Source: an optimization exercise on an open RTL-to-GDS flow (aim: small area, a short achievable clock period and few clock cycles per item). Production flows keep margins and buffers that such runs may drop.
The RTL was checked by simulation tests, not by an equivalence proof against the original design.

**design/flow/design.v**
```verilog
module isEvenNumber(
	output wire result,
	input wire lsb
);
	assign result = ~lsb;
endmodule
module isFibonacci(
	output wire result,
	input wire [31:0] number
);
	function fib_member(input [31:0] n);
		reg [33:0] a, b, t;
		integer i;
		begin
			fib_member = 1'b0;
			a = 34'd0;
			b = 34'd1;
			for (i = 0; i < 48; i = i + 1) begin
				if ({2'b00, n} == a)
					fib_member = 1'b1;
				t = a + b;
				a = b;
				b = t;
			end
		end
	endfunction
	assign result = fib_member(number);
endmodule
module add3(input wire [3:0] a, output wire [3:0] o);
	wire g = a[3] | a[2] & (a[1] | a[0]);
	assign o[3] = g;
	assign o[2] = ~g & a[2] | a[3] & a[0];
	assign o[1] = a[1] ^ (g & ~a[0]);
	assign o[0] = a[0] ^ g;
endmodule
module palFront(
	output wire [36:0] state,
	input wire [31:0] number
);
	wire [3:0] f1_v;
	add3 f1_u(.a({1'b0, number[31], number[30], number[29]}), .o(f1_v));
	wire [3:0] f5_v;
	add3 f5_u(.a({f1_v[2], f1_v[1], f1_v[0], number[28]}), .o(f5_v));
	wire [3:0] f9_v;
	add3 f9_u(.a({f5_v[2], f5_v[1], f5_v[0], number[27]}), .o(f9_v));
	wire [3:0] f13_v;
	add3 f13_u(.a({f9_v[2], f9_v[1], f9_v[0], number[26]}), .o(f13_v));
	wire [3:0] f17_v;
	add3 f17_u(.a({1'b0, f1_v[3], f5_v[3], f9_v[3]}), .o(f17_v));
	wire [3:0] f21_v;
	add3 f21_u(.a({f13_v[2], f13_v[1], f13_v[0], number[25]}), .o(f21_v));
	wire [3:0] f25_v;
	add3 f25_u(.a({f17_v[2], f17_v[1], f17_v[0], f13_v[3]}), .o(f25_v));
	wire [3:0] f29_v;
	add3 f29_u(.a({f21_v[2], f21_v[1], f21_v[0], number[24]}), .o(f29_v));
	wire [3:0] f33_v;
	add3 f33_u(.a({f25_v[2], f25_v[1], f25_v[0], f21_v[3]}), .o(f33_v));
	wire [3:0] f37_v;
	add3 f37_u(.a({f29_v[2], f29_v[1], f29_v[0], number[23]}), .o(f37_v));
	wire [3:0] f41_v;
	add3 f41_u(.a({f33_v[2], f33_v[1], f33_v[0], f29_v[3]}), .o(f41_v));
	wire [3:0] f45_v;
	add3 f45_u(.a({1'b0, f17_v[3], f25_v[3], f33_v[3]}), .o(f45_v));
	wire [3:0] f49_v;
	add3 f49_u(.a({f37_v[2], f37_v[1], f37_v[0], number[22]}), .o(f49_v));
	wire [3:0] f53_v;
	add3 f53_u(.a({f41_v[2], f41_v[1], f41_v[0], f37_v[3]}), .o(f53_v));
	wire [3:0] f57_v;
	add3 f57_u(.a({f45_v[2], f45_v[1], f45_v[0], f41_v[3]}), .o(f57_v));
	wire [3:0] f61_v;
	add3 f61_u(.a({f49_v[2], f49_v[1], f49_v[0], number[21]}), .o(f61_v));
	wire [3:0] f65_v;
	add3 f65_u(.a({f53_v[2], f53_v[1], f53_v[0], f49_v[3]}), .o(f65_v));
	wire [3:0] f69_v;
	add3 f69_u(.a({f57_v[2], f57_v[1], f57_v[0], f53_v[3]}), .o(f69_v));
	wire [3:0] f73_v;
	add3 f73_u(.a({f61_v[2], f61_v[1], f61_v[0], number[20]}), .o(f73_v));
	wire [3:0] f77_v;
	add3 f77_u(.a({f65_v[2], f65_v[1], f65_v[0], f61_v[3]}), .o(f77_v));
	wire [3:0] f81_v;
	add3 f81_u(.a({f69_v[2], f69_v[1], f69_v[0], f65_v[3]}), .o(f81_v));
	wire [3:0] f85_v;
	add3 f85_u(.a({f73_v[2], f73_v[1], f73_v[0], number[19]}), .o(f85_v));
	wire [3:0] f89_v;
	add3 f89_u(.a({f77_v[2], f77_v[1], f77_v[0], f73_v[3]}), .o(f89_v));
	wire [3:0] f93_v;
	add3 f93_u(.a({f81_v[2], f81_v[1], f81_v[0], f77_v[3]}), .o(f93_v));
	wire [3:0] f97_v;
	add3 f97_u(.a({f45_v[3], f57_v[3], f69_v[3], f81_v[3]}), .o(f97_v));
	wire [3:0] f101_v;
	add3 f101_u(.a({f85_v[2], f85_v[1], f85_v[0], number[18]}), .o(f101_v));
	wire [3:0] f105_v;
	add3 f105_u(.a({f89_v[2], f89_v[1], f89_v[0], f85_v[3]}), .o(f105_v));
	wire [3:0] f109_v;
	add3 f109_u(.a({f93_v[2], f93_v[1], f93_v[0], f89_v[3]}), .o(f109_v));
	wire [3:0] f113_v;
	add3 f113_u(.a({f97_v[2], f97_v[1], f97_v[0], f93_v[3]}), .o(f113_v));
	wire [3:0] f117_v;
	add3 f117_u(.a({f101_v[2], f101_v[1], f101_v[0], number[17]}), .o(f117_v));
	wire [3:0] f121_v;
	add3 f121_u(.a({f105_v[2], f105_v[1], f105_v[0], f101_v[3]}), .o(f121_v));
	wire [3:0] f125_v;
	add3 f125_u(.a({f109_v[2], f109_v[1], f109_v[0], f105_v[3]}), .o(f125_v));
	wire [3:0] f129_v;
	add3 f129_u(.a({f113_v[2], f113_v[1], f113_v[0], f109_v[3]}), .o(f129_v));
	wire [3:0] f133_v;
	add3 f133_u(.a({f117_v[2], f117_v[1], f117_v[0], number[16]}), .o(f133_v));
	wire [3:0] f137_v;
	add3 f137_u(.a({f121_v[2], f121_v[1], f121_v[0], f117_v[3]}), .o(f137_v));
	wire [3:0] f141_v;
	add3 f141_u(.a({f125_v[2], f125_v[1], f125_v[0], f121_v[3]}), .o(f141_v));
	wire [3:0] f145_v;
	add3 f145_u(.a({f129_v[2], f129_v[1], f129_v[0], f125_v[3]}), .o(f145_v));
	wire [3:0] f149_v;
	add3 f149_u(.a({1'b0, f97_v[3], f113_v[3], f129_v[3]}), .o(f149_v));
	wire [3:0] f153_v;
	add3 f153_u(.a({f133_v[2], f133_v[1], f133_v[0], number[15]}), .o(f153_v));
	wire [3:0] f157_v;
	add3 f157_u(.a({f137_v[2], f137_v[1], f137_v[0], f133_v[3]}), .o(f157_v));
	wire [3:0] f161_v;
	add3 f161_u(.a({f141_v[2], f141_v[1], f141_v[0], f137_v[3]}), .o(f161_v));
	wire [3:0] f165_v;
	add3 f165_u(.a({f145_v[2], f145_v[1], f145_v[0], f141_v[3]}), .o(f165_v));
	wire [3:0] f169_v;
	add3 f169_u(.a({f149_v[2], f149_v[1], f149_v[0], f145_v[3]}), .o(f169_v));
	wire [3:0] f173_v;
	add3 f173_u(.a({f153_v[2], f153_v[1], f153_v[0], number[14]}), .o(f173_v));
	wire [3:0] f177_v;
	add3 f177_u(.a({f157_v[2], f157_v[1], f157_v[0], f153_v[3]}), .o(f177_v));
	wire [3:0] f181_v;
	add3 f181_u(.a({f161_v[2], f161_v[1], f161_v[0], f157_v[3]}), .o(f181_v));
	wire [3:0] f185_v;
	add3 f185_u(.a({f165_v[2], f165_v[1], f165_v[0], f161_v[3]}), .o(f185_v));
	wire [3:0] f189_v;
	add3 f189_u(.a({f169_v[2], f169_v[1], f169_v[0], f165_v[3]}), .o(f189_v));
	wire [3:0] f193_v;
	add3 f193_u(.a({f173_v[2], f173_v[1], f173_v[0], number[13]}), .o(f193_v));
	wire [3:0] f197_v;
	add3 f197_u(.a({f177_v[2], f177_v[1], f177_v[0], f173_v[3]}), .o(f197_v));
	wire [3:0] f201_v;
	add3 f201_u(.a({f181_v[2], f181_v[1], f181_v[0], f177_v[3]}), .o(f201_v));
	wire [3:0] f205_v;
	add3 f205_u(.a({f185_v[2], f185_v[1], f185_v[0], f181_v[3]}), .o(f205_v));
	wire [3:0] f209_v;
	add3 f209_u(.a({f189_v[2], f189_v[1], f189_v[0], f185_v[3]}), .o(f209_v));
	wire [3:0] f213_v;
	add3 f213_u(.a({1'b0, f149_v[3], f169_v[3], f189_v[3]}), .o(f213_v));
	wire [3:0] f217_v;
	add3 f217_u(.a({f193_v[2], f193_v[1], f193_v[0], number[12]}), .o(f217_v));
	wire [3:0] f221_v;
	add3 f221_u(.a({f197_v[2], f197_v[1], f197_v[0], f193_v[3]}), .o(f221_v));
	wire [3:0] f225_v;
	add3 f225_u(.a({f201_v[2], f201_v[1], f201_v[0], f197_v[3]}), .o(f225_v));
	wire [3:0] f229_v;
	add3 f229_u(.a({f205_v[2], f205_v[1], f205_v[0], f201_v[3]}), .o(f229_v));
	wire [3:0] f233_v;
	add3 f233_u(.a({f209_v[2], f209_v[1], f209_v[0], f205_v[3]}), .o(f233_v));
	wire [3:0] f237_v;
	add3 f237_u(.a({f213_v[2], f213_v[1], f213_v[0], f209_v[3]}), .o(f237_v));
	assign state = {f213_v[3], f237_v[3], f237_v[2], f237_v[1], f237_v[0], f233_v[3], f233_v[2], f233_v[1], f233_v[0], f229_v[3], f229_v[2], f229_v[1], f229_v[0], f225_v[3], f225_v[2], f225_v[1], f225_v[0], f221_v[3], f221_v[2], f221_v[1], f221_v[0], f217_v[3], f217_v[2], f217_v[1], f217_v[0], number[11], number[10], number[9], number[8], number[7], number[6], number[5], number[4], number[3], number[2], number[1], number[0]};
endmodule
module palBack(
	output wire result,
	input wire [36:0] state
);
	wire [39:0] d;
	wire [3:0] b1_v;
	add3 b1_u(.a({state[14], state[13], state[12], state[11]}), .o(b1_v));
	wire [3:0] b5_v;
	add3 b5_u(.a({state[18], state[17], state[16], state[15]}), .o(b5_v));
	wire [3:0] b9_v;
	add3 b9_u(.a({state[22], state[21], state[20], state[19]}), .o(b9_v));
	wire [3:0] b13_v;
	add3 b13_u(.a({state[26], state[25], state[24], state[23]}), .o(b13_v));
	wire [3:0] b17_v;
	add3 b17_u(.a({state[30], state[29], state[28], state[27]}), .o(b17_v));
	wire [3:0] b21_v;
	add3 b21_u(.a({state[34], state[33], state[32], state[31]}), .o(b21_v));
	wire [3:0] b25_v;
	add3 b25_u(.a({b1_v[2], b1_v[1], b1_v[0], state[10]}), .o(b25_v));
	wire [3:0] b29_v;
	add3 b29_u(.a({b5_v[2], b5_v[1], b5_v[0], b1_v[3]}), .o(b29_v));
	wire [3:0] b33_v;
	add3 b33_u(.a({b9_v[2], b9_v[1], b9_v[0], b5_v[3]}), .o(b33_v));
	wire [3:0] b37_v;
	add3 b37_u(.a({b13_v[2], b13_v[1], b13_v[0], b9_v[3]}), .o(b37_v));
	wire [3:0] b41_v;
	add3 b41_u(.a({b17_v[2], b17_v[1], b17_v[0], b13_v[3]}), .o(b41_v));
	wire [3:0] b45_v;
	add3 b45_u(.a({b21_v[2], b21_v[1], b21_v[0], b17_v[3]}), .o(b45_v));
	wire [3:0] b49_v;
	add3 b49_u(.a({b25_v[2], b25_v[1], b25_v[0], state[9]}), .o(b49_v));
	wire [3:0] b53_v;
	add3 b53_u(.a({b29_v[2], b29_v[1], b29_v[0], b25_v[3]}), .o(b53_v));
	wire [3:0] b57_v;
	add3 b57_u(.a({b33_v[2], b33_v[1], b33_v[0], b29_v[3]}), .o(b57_v));
	wire [3:0] b61_v;
	add3 b61_u(.a({b37_v[2], b37_v[1], b37_v[0], b33_v[3]}), .o(b61_v));
	wire [3:0] b65_v;
	add3 b65_u(.a({b41_v[2], b41_v[1], b41_v[0], b37_v[3]}), .o(b65_v));
	wire [3:0] b69_v;
	add3 b69_u(.a({b45_v[2], b45_v[1], b45_v[0], b41_v[3]}), .o(b69_v));
	wire [3:0] b73_v;
	add3 b73_u(.a({state[36], state[35], b21_v[3], b45_v[3]}), .o(b73_v));
	wire [3:0] b77_v;
	add3 b77_u(.a({b49_v[2], b49_v[1], b49_v[0], state[8]}), .o(b77_v));
	wire [3:0] b81_v;
	add3 b81_u(.a({b53_v[2], b53_v[1], b53_v[0], b49_v[3]}), .o(b81_v));
	wire [3:0] b85_v;
	add3 b85_u(.a({b57_v[2], b57_v[1], b57_v[0], b53_v[3]}), .o(b85_v));
	wire [3:0] b89_v;
	add3 b89_u(.a({b61_v[2], b61_v[1], b61_v[0], b57_v[3]}), .o(b89_v));
	wire [3:0] b93_v;
	add3 b93_u(.a({b65_v[2], b65_v[1], b65_v[0], b61_v[3]}), .o(b93_v));
	wire [3:0] b97_v;
	add3 b97_u(.a({b69_v[2], b69_v[1], b69_v[0], b65_v[3]}), .o(b97_v));
	wire [3:0] b101_v;
	add3 b101_u(.a({b73_v[2], b73_v[1], b73_v[0], b69_v[3]}), .o(b101_v));
	wire [3:0] b105_v;
	add3 b105_u(.a({b77_v[2], b77_v[1], b77_v[0], state[7]}), .o(b105_v));
	wire [3:0] b109_v;
	add3 b109_u(.a({b81_v[2], b81_v[1], b81_v[0], b77_v[3]}), .o(b109_v));
	wire [3:0] b113_v;
	add3 b113_u(.a({b85_v[2], b85_v[1], b85_v[0], b81_v[3]}), .o(b113_v));
	wire [3:0] b117_v;
	add3 b117_u(.a({b89_v[2], b89_v[1], b89_v[0], b85_v[3]}), .o(b117_v));
	wire [3:0] b121_v;
	add3 b121_u(.a({b93_v[2], b93_v[1], b93_v[0], b89_v[3]}), .o(b121_v));
	wire [3:0] b125_v;
	add3 b125_u(.a({b97_v[2], b97_v[1], b97_v[0], b93_v[3]}), .o(b125_v));
	wire [3:0] b129_v;
	add3 b129_u(.a({b101_v[2], b101_v[1], b101_v[0], b97_v[3]}), .o(b129_v));
	wire [3:0] b133_v;
	add3 b133_u(.a({b105_v[2], b105_v[1], b105_v[0], state[6]}), .o(b133_v));
	wire [3:0] b137_v;
	add3 b137_u(.a({b109_v[2], b109_v[1], b109_v[0], b105_v[3]}), .o(b137_v));
	wire [3:0] b141_v;
	add3 b141_u(.a({b113_v[2], b113_v[1], b113_v[0], b109_v[3]}), .o(b141_v));
	wire [3:0] b145_v;
	add3 b145_u(.a({b117_v[2], b117_v[1], b117_v[0], b113_v[3]}), .o(b145_v));
	wire [3:0] b149_v;
	add3 b149_u(.a({b121_v[2], b121_v[1], b121_v[0], b117_v[3]}), .o(b149_v));
	wire [3:0] b153_v;
	add3 b153_u(.a({b125_v[2], b125_v[1], b125_v[0], b121_v[3]}), .o(b153_v));
	wire [3:0] b157_v;
	add3 b157_u(.a({b129_v[2], b129_v[1], b129_v[0], b125_v[3]}), .o(b157_v));
	wire [3:0] b161_v;
	add3 b161_u(.a({1'b0, b73_v[3], b101_v[3], b129_v[3]}), .o(b161_v));
	wire [3:0] b165_v;
	add3 b165_u(.a({b133_v[2], b133_v[1], b133_v[0], state[5]}), .o(b165_v));
	wire [3:0] b169_v;
	add3 b169_u(.a({b137_v[2], b137_v[1], b137_v[0], b133_v[3]}), .o(b169_v));
	wire [3:0] b173_v;
	add3 b173_u(.a({b141_v[2], b141_v[1], b141_v[0], b137_v[3]}), .o(b173_v));
	wire [3:0] b177_v;
	add3 b177_u(.a({b145_v[2], b145_v[1], b145_v[0], b141_v[3]}), .o(b177_v));
	wire [3:0] b181_v;
	add3 b181_u(.a({b149_v[2], b149_v[1], b149_v[0], b145_v[3]}), .o(b181_v));
	wire [3:0] b185_v;
	add3 b185_u(.a({b153_v[2], b153_v[1], b153_v[0], b149_v[3]}), .o(b185_v));
	wire [3:0] b189_v;
	add3 b189_u(.a({b157_v[2], b157_v[1], b157_v[0], b153_v[3]}), .o(b189_v));
	wire [3:0] b193_v;
	add3 b193_u(.a({b161_v[2], b161_v[1], b161_v[0], b157_v[3]}), .o(b193_v));
	wire [3:0] b197_v;
	add3 b197_u(.a({b165_v[2], b165_v[1], b165_v[0], state[4]}), .o(b197_v));
	wire [3:0] b201_v;
	add3 b201_u(.a({b169_v[2], b169_v[1], b169_v[0], b165_v[3]}), .o(b201_v));
	wire [3:0] b205_v;
	add3 b205_u(.a({b173_v[2], b173_v[1], b173_v[0], b169_v[3]}), .o(b205_v));
	wire [3:0] b209_v;
	add3 b209_u(.a({b177_v[2], b177_v[1], b177_v[0], b173_v[3]}), .o(b209_v));
	wire [3:0] b213_v;
	add3 b213_u(.a({b181_v[2], b181_v[1], b181_v[0], b177_v[3]}), .o(b213_v));
	wire [3:0] b217_v;
	add3 b217_u(.a({b185_v[2], b185_v[1], b185_v[0], b181_v[3]}), .o(b217_v));
	wire [3:0] b221_v;
	add3 b221_u(.a({b189_v[2], b189_v[1], b189_v[0], b185_v[3]}), .o(b221_v));
	wire [3:0] b225_v;
	add3 b225_u(.a({b193_v[2], b193_v[1], b193_v[0], b189_v[3]}), .o(b225_v));
	wire [3:0] b229_v;
	add3 b229_u(.a({b197_v[2], b197_v[1], b197_v[0], state[3]}), .o(b229_v));
	wire [3:0] b233_v;
	add3 b233_u(.a({b201_v[2], b201_v[1], b201_v[0], b197_v[3]}), .o(b233_v));
	wire [3:0] b237_v;
	add3 b237_u(.a({b205_v[2], b205_v[1], b205_v[0], b201_v[3]}), .o(b237_v));
	wire [3:0] b241_v;
	add3 b241_u(.a({b209_v[2], b209_v[1], b209_v[0], b205_v[3]}), .o(b241_v));
	wire [3:0] b245_v;
	add3 b245_u(.a({b213_v[2], b213_v[1], b213_v[0], b209_v[3]}), .o(b245_v));
	wire [3:0] b249_v;
	add3 b249_u(.a({b217_v[2], b217_v[1], b217_v[0], b213_v[3]}), .o(b249_v));
	wire [3:0] b253_v;
	add3 b253_u(.a({b221_v[2], b221_v[1], b221_v[0], b217_v[3]}), .o(b253_v));
	wire [3:0] b257_v;
	add3 b257_u(.a({b225_v[2], b225_v[1], b225_v[0], b221_v[3]}), .o(b257_v));
	wire [3:0] b261_v;
	add3 b261_u(.a({1'b0, b161_v[3], b193_v[3], b225_v[3]}), .o(b261_v));
	wire [3:0] b265_v;
	add3 b265_u(.a({b229_v[2], b229_v[1], b229_v[0], state[2]}), .o(b265_v));
	wire [3:0] b269_v;
	add3 b269_u(.a({b233_v[2], b233_v[1], b233_v[0], b229_v[3]}), .o(b269_v));
	wire [3:0] b273_v;
	add3 b273_u(.a({b237_v[2], b237_v[1], b237_v[0], b233_v[3]}), .o(b273_v));
	wire [3:0] b277_v;
	add3 b277_u(.a({b241_v[2], b241_v[1], b241_v[0], b237_v[3]}), .o(b277_v));
	wire [3:0] b281_v;
	add3 b281_u(.a({b245_v[2], b245_v[1], b245_v[0], b241_v[3]}), .o(b281_v));
	wire [3:0] b285_v;
	add3 b285_u(.a({b249_v[2], b249_v[1], b249_v[0], b245_v[3]}), .o(b285_v));
	wire [3:0] b289_v;
	add3 b289_u(.a({b253_v[2], b253_v[1], b253_v[0], b249_v[3]}), .o(b289_v));
	wire [3:0] b293_v;
	add3 b293_u(.a({b257_v[2], b257_v[1], b257_v[0], b253_v[3]}), .o(b293_v));
	wire [3:0] b297_v;
	add3 b297_u(.a({b261_v[2], b261_v[1], b261_v[0], b257_v[3]}), .o(b297_v));
	wire [3:0] b301_v;
	add3 b301_u(.a({b265_v[2], b265_v[1], b265_v[0], state[1]}), .o(b301_v));
	wire [3:0] b305_v;
	add3 b305_u(.a({b269_v[2], b269_v[1], b269_v[0], b265_v[3]}), .o(b305_v));
	wire [3:0] b309_v;
	add3 b309_u(.a({b273_v[2], b273_v[1], b273_v[0], b269_v[3]}), .o(b309_v));
	wire [3:0] b313_v;
	add3 b313_u(.a({b277_v[2], b277_v[1], b277_v[0], b273_v[3]}), .o(b313_v));
	wire [3:0] b317_v;
	add3 b317_u(.a({b281_v[2], b281_v[1], b281_v[0], b277_v[3]}), .o(b317_v));
	wire [3:0] b321_v;
	add3 b321_u(.a({b285_v[2], b285_v[1], b285_v[0], b281_v[3]}), .o(b321_v));
	wire [3:0] b325_v;
	add3 b325_u(.a({b289_v[2], b289_v[1], b289_v[0], b285_v[3]}), .o(b325_v));
	wire [3:0] b329_v;
	add3 b329_u(.a({b293_v[2], b293_v[1], b293_v[0], b289_v[3]}), .o(b329_v));
	wire [3:0] b333_v;
	add3 b333_u(.a({b297_v[2], b297_v[1], b297_v[0], b293_v[3]}), .o(b333_v));
	assign d = {1'b0, b261_v[3], b297_v[3], b333_v[3], b333_v[2], b333_v[1], b333_v[0], b329_v[3], b329_v[2], b329_v[1], b329_v[0], b325_v[3], b325_v[2], b325_v[1], b325_v[0], b321_v[3], b321_v[2], b321_v[1], b321_v[0], b317_v[3], b317_v[2], b317_v[1], b317_v[0], b313_v[3], b313_v[2], b313_v[1], b313_v[0], b309_v[3], b309_v[2], b309_v[1], b309_v[0], b305_v[3], b305_v[2], b305_v[1], b305_v[0], b301_v[3], b301_v[2], b301_v[1], b301_v[0], state[0]};
	function pal(input [39:0] d);
		reg sym;
		integer i, k;
		begin
			pal = 1'b1;
			for (k = 2; k <= 10; k = k + 1) begin
				sym = 1'b1;
				for (i = 0; i < k / 2; i = i + 1)
					if (d[4 * i +: 4] != d[4 * (k - 1 - i) +: 4])
						sym = 1'b0;
				if (d[4 * (k - 1) +: 4] != 4'd0)
					pal = sym;
			end
		end
	endfunction
	assign result = pal(d);
endmodule
module numberAnalyzer(isEven, isFibonacci, isPalindrome, stuckStateEven, stuckStateFibonacci, stuckStatePalindrome, inp, reset, go_i, clk);
	output isEven;
	output isFibonacci;
	output isPalindrome;
	output[1:0] stuckStateEven;
	output[3:0] stuckStateFibonacci;
	output[3:0] stuckStatePalindrome;
	input[31:0] inp;
	input reset;
	input go_i;
	input clk;
	wire fib_w;
	wire [36:0] pal_w;
	isFibonacci ifn(fib_w, inp);
	palFront pf(pal_w, inp);
	reg done;
	reg fib_r;
	reg [36:0] pal_s;
	always @(posedge clk) begin
		done <= ~reset & ~done & go_i;
		fib_r <= fib_w;
		pal_s <= pal_w;
	end
	wire even_r, pal_r;
	isEvenNumber ien(even_r, pal_s[0]);
	palBack pb(pal_r, pal_s);
	assign isEven = done & even_r;
	assign isFibonacci = done & fib_r;
	assign isPalindrome = done & pal_r;
	assign stuckStateEven = {done, done & ~even_r};
	assign stuckStateFibonacci = {done & ~fib_r, {3{done & fib_r}}};
	assign stuckStatePalindrome = {done & pal_r, {2{done & ~pal_r}}, done & pal_r};
endmodule
```
**design/flow/flow/run.sh**
```bash
#!/bin/bash
# Own layout flow: the standard synthesis, then the combinational logic is
# mapped again with an area-oriented ABC script (flip-flops are kept as the
# standard synthesis made them: same instances, names and cells), then the standard flow's
# standard layout from that netlist.  Each tool's output goes to a log here.
set -euo pipefail
W=$PWD
F=$W/flow
P=${FLOW_PLATFORM:-sky130hd}
R=$W/orfs/results/$P/numberAnalyzer/base
LOGS=$W/orfs/logs/$P/numberAnalyzer/base
YOSYS=${YOSYS_EXE:-$FLOW_HOME/../tools/install/yosys/bin/yosys}
[[ -x $YOSYS ]] || YOSYS=yosys

# 1. standard synthesis
bash standard.sh synth > $W/flow_synth.log 2>&1

# 2. re-map the combinational logic
cp $R/1_2_yosys.v $W/standard_1_2_yosys.v
printf 'set_driving_cell sky130_fd_sc_hd__buf_1\nset_load 5\n' > $W/remap.constr
export REMAP_IN=$W/standard_1_2_yosys.v
export REMAP_OUT=$W/remap_1_2_yosys.v
export REMAP_LIB=$FLOW_HOME/platforms/$P/lib/sky130_fd_sc_hd__tt_025C_1v80.lib
export REMAP_ABC=$F/area.abc
export REMAP_CONSTR=$W/remap.constr
export REMAP_TOP=$FLOW_TOP
export REMAP_DONTUSE="$(grep -o -- '-dont_use [^ ]*' $LOGS/1_2_yosys.log | sed 's/-dont_use //' | sort -u | tr '\n' ' ')"
$YOSYS -c $F/remap.tcl > $W/flow_remap.log 2>&1
cp $REMAP_OUT $R/1_2_yosys.v
rm -f $R/1_synth.odb $R/1_synth.sdc

# 3. standard layout from the re-mapped netlist
bash standard.sh BUFFER_PORTS_ARGS="-buffer_cell sky130_fd_sc_hd__buf_1" SETUP_SLACK_MARGIN=90 > $W/flow_layout.log 2>&1
```
**design/flow/flow/area.abc**
```
strash
dc2
dch -f
amap -m
topo
stime -c
```
**design/flow/flow/remap.tcl**
```tcl
# Re-map the combinational logic of a synthesized netlist with an area-oriented ABC script.
# Flip-flop instances are kept as they are (same names and cell types).
# env: REMAP_IN, REMAP_OUT, REMAP_LIB, REMAP_ABC (script), REMAP_DONTUSE (list), REMAP_TOP
yosys -import
set lib $::env(REMAP_LIB)
read_liberty -ignore_miss_func $lib
# sequential cells stay as instances
read_verilog -defer $::env(REMAP_IN)
hierarchy -top $::env(REMAP_TOP)
setattr -mod -set keep_hierarchy 1 {=t:$_*FF*} %m
flatten
opt_clean -purge
set du {}
foreach c $::env(REMAP_DONTUSE) { lappend du -dont_use $c }
abc -script $::env(REMAP_ABC) -liberty $lib {*}$du -constr $::env(REMAP_CONSTR)
opt_clean -purge
setundef -zero
splitnets
opt_clean -purge
# nets named after the flattened cells' pins
yosys rename -hide w:*.*
hilomap -singleton -hicell sky130_fd_sc_hd__conb_1 HI -locell sky130_fd_sc_hd__conb_1 LO
insbuf -buf sky130_fd_sc_hd__buf_4 A X
opt_clean -purge
select -module $::env(REMAP_TOP)
tee -o $::env(REMAP_OUT).stat stat -liberty $lib
write_verilog -noattr -nohex -nodec -selected $::env(REMAP_OUT)
```
**design/flow/standard.sh**
```bash
#!/bin/bash
# synth_recipe.tcl (not shown) runs the flow's synth.tcl, then flattens the netlist and writes it again
# the make line also repeats each setting of config.mk as NAME=value (left out here)
make -C /OpenROAD-flow-scripts/flow DESIGN_CONFIG=/design/flow/config.mk WORK_HOME=/design/flow/orfs CLKGATE_MAP_FILE= SYNTH_SCRIPT=/design/flow/synth_recipe.tcl "${@:-finish}"
```
**design/flow/config.mk**
```make
export PLATFORM = sky130hd
export DESIGN_NAME = numberAnalyzer
export DESIGN_NICKNAME = numberAnalyzer
export VERILOG_FILES = /design/flow/design.v
export SDC_FILE = /design/flow/constraint.sdc
export NUM_CORES = 4
export LEC_CHECK = 0
export CAP_MARGIN = 20
export CORE_MARGIN = 2
export CORE_UTILIZATION = 60
export PLACE_DENSITY = 0.75
export SLEW_MARGIN = 20
```
**design/flow/constraint.sdc**
```tcl
create_clock -name core_clock -period 130.0 [get_ports {clk}]
set_input_delay 26.0000 -clock core_clock [delete_from_list [all_inputs] [get_ports {clk}]]
set_output_delay 26.0000 -clock core_clock [all_outputs]
set_load 0.01 [all_outputs]
```
==> results.cfg, run 1 <==
[place]
placed_cells = 2006
io_buffers = 47
dp_slack_ps = 88350
post-dp-hpwl_um = 23400
globalplace.congestion = 1.08

[cts]
cts_inserted_buffers = 5
cts_hold_buf = 0
clkLatencyLatePin_ps = 290
htreeDepth = 2
clock-sinks = 39
cts-root-buf = clkbuf_16
cts_buffer_depth = 2
clk_pin_slew_ps = 60
tritoncts = yes

[worst_setup_path]
critPathLaunchType = flip-flop
reg2reg_setup_slack_ps = 129100
path_class = reg2out
cp_num_buf_inv = 19
cpPeakStageDelay_ps = 530
crit_required_ps = 104000
end_kind = output pin
crit_top_cell = nor2_1
cp_data_arrival_time_ps = 12640
critical_path.top_delay_family = compound AO/OA/AOI/OAI gates
slowest_stage = a22oi_2
crit_fanout = 10

[die]
ioPinCount = 48
rows = 45
die_width_um = 128
die_area_mm2 = 0.0163
die_y_um = 128
initial_utilization_pct = 60.9
coreArea_mm2 = 0.0150

[sta]
fmax_mhz = 25.9
worst_pin_slew_ps = 943
rsz0062_at_grt = no
finalSetupTns_ps = 0
skew_ps = 0
period_minus_slack_ps = 38640
slew_viol_final = 0
period_share_pct = 29.7
post-route-worst-setup-slack_ps = 91360
finalHoldViolCount = 0
slew_headroom_pct = 36.5
setup_viol = 0

[finish]
nets = 1866
synthToLayoutAreaGrowth_pct = 11.3
drive_above_1_share_pct = 6.33
layout_commonest_cell = nor2_1
antenna_cells = 0
stdcell_count = 2020
final_cell_mix = 393 x nor2_1, 267 x clkinv_1, 190 x nand2_1, 165 x a21oi_1, 137 x o21ai_0

[grt]
antenna_found_initial = 0
first_global_vias = 11078
grt_pass1_wl_um = 49300
grt_max_degree = 14
globalRouteTotalUtil_pct = 35.4
grt-ovfl-total = 0

[route]
drtIter0Drc = 1264
dr.pass1.iters = 8
vias = 12939
wl_um = 30000
avgRoutedWirePerCell_um = 14.9
ant_nets = 0
vias_per_cell = 6.41
drc = 0

[logic_synthesis]
synthesis.area_per_instance_um2 = 5.18
netlist_area_mm2 = 0.00915
yosys_warnings = 3
synth_nets = 1802
syn_inst = 1767

[min_path]
worstHoldPathType = reg2reg

[run]
drv_cap = 0

[status]
status = complete, no violations
[worst reg2reg max path, cell delays in order, from the launching register on]
cell	delay, ps
dfxtp_1	340
clkinv_1	270
nand2_1	140
nor2_1	50
[flip-flops by register name, summed over array words and instances (netlist names)]
signal,flops
done,1
fib_r,1
pal_s,37
[layer usage]
metal	share of wire (%)	up-vias	global-route usage (%)
met1	42	5691	44.7
met5	0	-	0
li1	-	6544	-
met3	7.5	127	5.74
met2	46	577	60.9
met4	3.6	0	12.5
[final timing paths]
kind,startpoint,end,depth (start not counted)
worst max-delay path,pal_s[15],stuckStatePalindrome[3],76
worst min-delay path,done,done,3
worst max register to register,done,done,3
worst min register to register,done,done,3
[layout make-up]
class / count / area [um^2]
inverter: 278 / 1060
multi-input combinational: 1443 / 7630
timing repair buffer: 64 / 304
sequential: 39 / 781
clock inverter: 3 / 43.8
clock buffer: 5 / 125
tap: 188 / 235
fill: 1457 / 4850
[per-stage QoR]
step / hold slack, ps / instance area [um^2] / util [%]
after detailed placement: 711 / 9590 / 63.8
after global placement: 669 / 9590 / 63.8
final: 713 / 10200 / 67.7
after floorplan: 534 / 9150 / -
after CTS: 724 / 9790 / 65.1
after global routing: 794 / 10200 / 67.7
[repair_timing]
action                     4_1_cts  5_1_grt
setup buffers                    0        6
setup endpoints to repair       26       29
pin swaps                        0        4
resized for setup               34      159
Testbench counts, summed over its fixed seeds: cycles 4,800, items 2,400.
==> run 2: changes to the inputs <==
--- a/design/flow/flow/run.sh
+++ b/design/flow/flow/run.sh
@@ -31,3 +31,3 @@
 
 # 3. standard layout from the re-mapped netlist
-bash standard.sh BUFFER_PORTS_ARGS="-buffer_cell sky130_fd_sc_hd__buf_1" SETUP_SLACK_MARGIN=90 > $W/flow_layout.log 2>&1
+bash standard.sh BUFFER_PORTS_ARGS="-buffer_cell sky130_fd_sc_hd__buf_1" SETUP_SLACK_MARGIN=89 > $W/flow_layout.log 2>&1
==> design/flow/flow/area.abc (replaced) <==
strash
&get -n
&deepsyn -J 10 -T 600
&put
dch -f
amap -m
topo
stime -c
==> run 2 against run 1 <==
Effect of this change: fmax fell by 4.9%; sequential share of layout area rose by 0.26 points; worst hold slack got worse by 110 ps; area after synthesis fell by 3.3%; still clean on timing, DRC and antenna; design area fell by 3.2%; non-clock buffer count rose by 1; first-iteration DRC count rose by 59%.
==> results.cfg, run 2 <==
[finish]
reg_top3 = pal_s (37), done (1), fib_r (1)
final_cell_mix = 302 x nor2_1, 277 x clkinv_1, 150 x nand2_1, 140 x a21oi_1, 137 x o21ai_0
synthToLayoutAreaGrowth_pct = 11.3
fillerInstances = 1227
drive_above_1_share_pct = 5.95
post-route-util_pct = 68.0
antenna_cells = 0
largest-register = pal_s
largest_reg_flops = 37
layout_commonest_cell = nor2_1
nets = 1747

[route]
vias_per_cell = 6.98
wl_um = 34300
avgRoutedWirePerCell_um = 18.1
ant_nets = 0
drtIter0Drc = 2012
vias = 13243
dr.pass1.iters = 8
drc = 0

[sta]
period_minus_slack_ps = 40620
worst_pin_slew_ps = 1120
slew_headroom_pct = 24.8
finalHoldViolCount = 0
post-route-worst-setup-slack_ps = 89380
finalSetupTns_ps = 0
setup_viol = 0
rsz0062_at_grt = no
skew_ps = 0
period_share_pct = 31.2
slew_viol_final = 0
fmax_mhz = 24.6
whs_ps = 605

[status]
status = complete, no violations

[place]
dp_slack_ps = 87180
post-dp-hpwl_um = 25100
io_buffers = 47
globalplace.congestion = 1.03

[worst_setup_path]
cpPeakStageDelay_ps = 320
crit_fanout = 8
crit_top_cell = nor2_1
path_class = in2reg
critPathLaunchType = primary input
cp_data_arrival_time_ps = 40780
slowest_stage = a21oi_1
crit_required_ps = 130160
end_kind = flip-flop

[die]
die_y_um = 125
ioPinCount = 48
initial_utilization_pct = 61.1
die_area_mm2 = 0.0157
die_width_um = 125
coreArea_mm2 = 0.0145
rows = 44

[logic_synthesis]
syn_inst = 1647
synth_nets = 1682
synthesis.area_per_instance_um2 = 5.37
netlist_area_mm2 = 0.00885
yosys_warnings = 3

[cts]
cts_hold_buf = 0
htreeDepth = 2
tritoncts = yes
cts-root-buf = clkbuf_16
cts_inserted_buffers = 5
clkLatencyLatePin_ps = 300
clk_pin_slew_ps = 60
clock-sinks = 39
cts_buffer_depth = 2

[grt]
first_global_vias = 11228
globalRouteTotalUtil_pct = 39.0
antenna_found_initial = 0
grt-ovfl-total = 0
grt_pass1_wl_um = 52300
grt_max_degree = 14

[min_path]
worstHoldPathType = reg2reg

[run]
drv_cap = 0
-- run 2: cell type report --
class                           instances  area [um^2]  share of cell area, %
Sequential cell                        39          781                   7.92
Tap cell                              184          230                   2.34
Inverter                              288         1100                   11.1
Clock inverter                          3         43.8                  0.445
Multi-Input combinational cell       1313         7260                   73.7
Clock buffer                            5          125                   1.27
Timing Repair Buffer                   65          314                   3.19
-- run 2: metal layers --
metal	part of all wire, %	up-vias	routed length (um)	global-route usage (%)
met5	0	-	0	0
met2	44	976	15200	62.8
met3	11	235	3780	7.49
met1	40	5854	13700	51.0
met4	4.7	0	1600	16.2
li1	-	6178	-	-
-- run 2: what timing repair did --
item                       CTS  global route
gates resized for setup     21           111
pin swaps                    0             5
setup buffers                0             5
setup endpoints to repair   20            29
-- run 2: critical path, delay by kind of cell --
kind	cells	cell delay [ps]
buffers and inverters	20	3030
and+or+nand+nor	37	5400
AOI/OAI and AO/OA	33	6330
-- run 2: final timing paths --
check / from / to / slack, ps / cells after the start
worst max-delay path: inp[31] / pal_s[21] / 89380 / 90
worst min-delay path: done / done / 610 / 3
worst max register to register: done / done / 129240 / 3
worst min register to register: done / done / 610 / 3
-- run 2: metrics by stage --
stage	std cells	area, um^2
finish	1897	9850
floorplan	1647	8850
global route	1897	9850
CTS	1892	9480
detailed placement	1884	9300
global placement	1884	9300

-- separate check: timing with driven ports --
How much do the figures lean on ideal ports? The routed layouts below were timed once more, with nothing changed but the port constraints. Step 1: set_driving_cell puts a clkbuf_16 on clk and a buf_2 on each other input, an assumption about the parent block. Step 2 also shifts input and output timing later by t, the mid clock arrival at the registers, as if the neighbouring blocks saw the same clock. Slacks: ideal / step 1 / step 2; pairs: ideal / step 1.
run | shift t [ns] | setup WS [ns] | hold slack, ns | worst setup path after step 2 | slew at the worst register clock pin (ns)
run 1 | 0.332 | 91.364 / 91.324 / 91.314 | 0.713 / 0.713 / 0.713 | input to register | 0.06 / 0.06
run 2 | 0.349 | 89.379 / 89.399 / 89.051 | 0.605 / 0.605 / 0.605 | input to register | 0.07 / 0.07
After both steps setup and hold are still met in every run listed. The setup slack of run 2, which loses most, moves by +0.020 ns with the drivers and by -0.328 ns with both steps.
